This design comes from an exercise in tuning for small area, a short achievable clock period and few clock cycles per item on the open sky130 flow, not from production work. Only simulation tests tie the RTL to the original design; equivalence was not proved. No activity file was given, so power comes from the tool's default toggle rates.

run A:
Design SME, start of the top module:
module SME ( clk, reset, chardata, isstring, ispattern, valid, match, match_index);
Size: about 1200 cells after synthesis, about 320 flip-flops.
export LEC_CHECK = 0
export CAP_MARGIN = 20
export CORE_MARGIN = 2
export CORE_UTILIZATION = 40
export CTS_CLUSTER_DIAMETER = 120
export CTS_CLUSTER_SIZE = 24
export SLEW_MARGIN = 20
export TNS_END_PERCENT = 5
create_clock -name core_clock -period 8.0 [get_ports {clk}]
standard.sh (not shown) runs the stock make flow with config.mk's settings and CLKGATE_MAP_FILE= SYNTH_SCRIPT=/design/flow/synth_recipe.tcl, a recipe that flattens the netlist after the stock synthesis.
==> flow/flow/run.sh <==
#!/bin/bash
set -euo pipefail
bash standard.sh SETUP_SLACK_MARGIN=5.7 \
  "CTS_ARGS=-sink_clustering_enable -repair_clock_nets -sink_clustering_size 24 -sink_clustering_max_diameter 120 -distance_between_buffers 1000 -branching_point_buffers_distance 1000" \
  finish > make_finish.log 2>&1
Run A went all the way through synthesis, placement and routing and the layout is clean on timing, DRC and antenna.
Testbench counts of run A, summed over its fixed seeds: cycles 114,566, items 8,000.
Relative to run A, the following input files were edited for run B:
- setting SETUP_SLACK_MARGIN to 5 for the first time
==> flow/run.sh (new file) <==
#!/bin/bash
# synth_recipe.tcl (not shown) runs the flow's synth.tcl, then flattens the netlist and writes it again
# the make line also repeats each setting of config.mk as NAME=value (left out here)
make -C /OpenROAD-flow-scripts/flow DESIGN_CONFIG=/design/flow/config.mk WORK_HOME=/design/flow/orfs CLKGATE_MAP_FILE= SYNTH_SCRIPT=/design/flow/synth_recipe.tcl finish
removed: flow/flow/run.sh
removed: flow/standard.sh
[summary]
In the flow results for run A and run B, the share of total power consumed by net switching is smaller on run B. [run B vs run A] post-detailed-routing wire length: lower in run B. Any difference in sequential cell count between run B and run A is small enough to ignore. In the tables for run A and run B, half-perimeter wire length of the detailed placement result reads higher with run B. When the final numbers for run A and run B were put side by side, the final critical-path share of the clock period turned out to be smaller in run A. Comparing run A and run B, the lower total stage count of the critical path was measured on run B. Relative to run A, the final cell area reported for run B is lower. Run A → run B: multi-input combinational cell area has decreased, worst-margin pin slew has remained practically unchanged.
### run B -> run C
- a deleted SETUP_SLACK_MARGIN that had been 5
==> flow/flow/run.sh (new file) <==
#!/bin/bash
set -euo pipefail
bash standard.sh SETUP_SLACK_MARGIN=5.7 finish > make_finish.log 2>&1
==> flow/standard.sh (new file) <==
#!/bin/bash
# synth_recipe.tcl (not shown) runs the flow's synth.tcl, then flattens the netlist and writes it again
# the make line also repeats each setting of config.mk as NAME=value (left out here)
make -C /OpenROAD-flow-scripts/flow DESIGN_CONFIG=/design/flow/config.mk WORK_HOME=/design/flow/orfs CLKGATE_MAP_FILE= SYNTH_SCRIPT=/design/flow/synth_recipe.tcl "${@:-finish}"
removed: flow/run.sh
--- outcome ---
- The total count of hold-check failures in the final report on run B is in line with that on run C.
- Against run B, time the worst path needs with I/O delays and setup in run C came out better.
- The total power density per cell area on run C is in line with that on run B.
- Total chip power ends up lower on run B.
- Run C vs run B: final area up slightly
- Compared to run B, the router laid down more metal wire for run C.
- Looking at combinational fraction of design power, run C sits 1.2 points higher than run B does.
- Run C: smallest setup slack after layout is 0.24 ns higher than what run B reported.
- Hold slack: run C better than run B
Relative to run C, the following input files were edited for run D:
==> flow/flow/run.sh <==
#!/bin/bash
set -euo pipefail
bash standard.sh SETUP_SLACK_MARGIN=5.8 finish > make_finish.log 2>&1
Notes after the runs:
- Delta (run D minus run C): total number of cells along the worst setup path climbed 1, maximum frequency ~0 delta, met1 usage in global routing roughly the same, routed wire length has remained practically unchanged.
- Compare run D and run C | finished layout cell area lower: run C
- Diff run C -> run D | leakage power of the design | up slightly
- More vias were needed by run C than by run D.
- Run D and run C ended up with roughly the same worst slack on hold paths.
- From run C to run D the numbers moved as follows: fraction of layout instances using a drive strength above 1 went up by 0.59 points; sequential share of layout area lower; ratio of final minimum period to clock period barely changed.
Input-level comparison between run E and run D:
- an added SETUP_SLACK_MARGIN of 5
- a deleted TNS_END_PERCENT that had been 5
==> flow/run.sh (new file) <==
#!/bin/bash
# synth_recipe.tcl (not shown) runs the flow's synth.tcl, then flattens the netlist and writes it again
# the make line also repeats each setting of config.mk as NAME=value (left out here)
make -C /OpenROAD-flow-scripts/flow DESIGN_CONFIG=/design/flow/config.mk WORK_HOME=/design/flow/orfs CLKGATE_MAP_FILE= SYNTH_SCRIPT=/design/flow/synth_recipe.tcl finish
removed: flow/flow/run.sh
removed: flow/standard.sh
Notes after the runs:
- met1 track utilization from global routing for run E: 0.41 points up relative to run D
- [compare] base=run D new=run E: fraction of standard cell area in multi-input logic closely matched the old numbers; global router's overall resource usage closely matched the old numbers; layout buffer count excluding clock buffers decreased by 33% relative to the old numbers.
- Diff run D and run E: pin count of the biggest net entering global routing higher in run E
- On final instance area, run D loses to run E.
- Going from run D to run E, clock share of power grows by 0.7 points.
- Run E went all the way through synthesis, placement and routing and the layout is clean on timing, DRC and antenna.
- Run D closes out successfully: all stages finished, all timing, DRC and antenna checks passed.
- Of run D and run E, the run reporting the lower worst path setup slack after routing was run E.
- Diff run D -> run E | normalized max-slew margin | increase of 7.5 points
- ~same depth of the CTS H-tree in run D and run E

Setup of v56:
Starting RTL as in the previous note.
Design SME, start of the top module:
module SME ( clk, reset, chardata, isstring, ispattern, valid, match, match_index);
==> flow/config.mk <==
export PLATFORM = sky130hd
export DESIGN_NAME = SME
export DESIGN_NICKNAME = SME
export VERILOG_FILES = /design/flow/design.v
export SDC_FILE = /design/flow/constraint.sdc
export NUM_CORES = 4
export LEC_CHECK = 0
export CAP_MARGIN = 20
export CORE_MARGIN = 2
export CORE_UTILIZATION = 40
export CTS_CLUSTER_DIAMETER = 120
export CTS_CLUSTER_SIZE = 24
export SLEW_MARGIN = 20
export TNS_END_PERCENT = 5
==> flow/constraint.sdc <==
create_clock -name core_clock -period 8.0 [get_ports {clk}]
set_input_delay 1.6000 -clock core_clock [delete_from_list [all_inputs] [get_ports {clk}]]
set_output_delay 1.6000 -clock core_clock [all_outputs]
set_load 0.01 [all_outputs]
==> flow/flow/run.sh <==
#!/bin/bash
set -euo pipefail
bash standard.sh SETUP_SLACK_MARGIN=5.7 \
  "CTS_ARGS=-sink_clustering_enable -repair_clock_nets -sink_clustering_size 24 -sink_clustering_max_diameter 120 -sink_clustering_levels 1" \
  finish > make_finish.log 2>&1
Testbench counts of v56, summed over its fixed seeds: cycles 114,566, items 8,000.
The following lists how v51 was set up differently from v56:
==> flow/flow/run.sh <==
#!/bin/bash
set -euo pipefail
bash standard.sh SETUP_SLACK_MARGIN=5.5 finish > make_finish.log 2>&1
Compared v51 vs v56, and share of total power in combinational logic is down in v51. Worst hold slack ended up 6.4 ps lower on v51 than on v56. [v51 vs v56] routed wire length: higher in v51. v51: first-pass iteration count of the detailed router is 1 higher than what v56 reported. Diff v56 -> v51: slack of the critical path -120 ps, fraction of final layout cells with drive strength greater than 1 -0.64 points.
> inputs changed (v51 -> v18)
==> flow/flow/run.sh <==
#!/bin/bash
set -euo pipefail
bash standard.sh SETUP_SLACK_MARGIN=6.0 finish > make_finish.log 2>&1
[summary]
Of v18 and v51, it is v18 that has the lower final period demand of the worst path. v18 — final non-filler cell area 210 um^2 higher, v51 as reference. Per the comparison of v18 with v51, power now sits higher; final-layout fill cell count now sits lower; clock-cell share of area now sits at about the same level; buffer count excluding the clock tree in the final layout now sits higher. Average wire length per cell after detail routing (higher): v51. Area occupied by registers of v18 is on par with v51. Compared with v51, in v18 met1 capacity usage during global routing went down by 0.28 points, sequential share of layout area lost 0.66 points. Between v51 and v18, register-to-register slack increased.
Inputs modified between v18 and v29:
==> flow/flow/run.sh <==
#!/bin/bash
set -euo pipefail
bash standard.sh SETUP_SLACK_MARGIN=5.4 finish > make_finish.log 2>&1
[summary]
- ~same detailed-routing wirelength on met1 in v18 and v29
- Between v18 and v29, the difference in wire length is negligible.
- From v18 to v29 the numbers moved as follows: met2 usage grew by 0.65 points; utilization after layout shrank by 0.59 points.

==> afterwards: timing with drivers on the ports <==
How much do the figures lean on ideal ports? The routed layouts below were timed once more, with nothing changed but the port constraints. Step 1: set_driving_cell puts a clkbuf_16 on clk and a buf_2 on each other input, an assumption about the parent block. Step 2 also shifts input and output timing later by t, the mid clock arrival at the registers, as if the neighbouring blocks saw the same clock. Three values: ideal ports, drivers, drivers and shift; two values: the first two.
run	t (ns)	setup slack, ns	hold slack, ns	worst setup path at the end
run A	0.561	5.251 / 5.251 / 4.958	0.463 / 0.463 / 0.463	input to register
run B	0.568	5.010 / 4.959 / 4.890	0.457 / 0.457 / 0.457	input to register
run C	0.561	5.251 / 5.251 / 4.958	0.463 / 0.463 / 0.463	input to register
run D	0.564	5.258 / 5.225 / 4.958	0.463 / 0.463 / 0.463	input to register
run E	0.573	5.021 / 5.021 / 4.950	0.464 / 0.464 / 0.464	input to register
v56	0.561	5.251 / 5.251 / 4.958	0.463 / 0.463 / 0.463	input to register
v51	0.573	5.133 / 5.133 / 4.890	0.457 / 0.457 / 0.457	input to register
v18	0.565	5.257 / 5.256 / 4.959	0.464 / 0.464 / 0.464	input to register
v29	0.574	5.132 / 5.132 / 4.889	0.456 / 0.456 / 0.456	input to register
After both steps every run listed still meets setup and hold. For run D, which loses most, drivers alone change the setup slack by -0.033 ns; drivers and shift together by -0.300 ns.
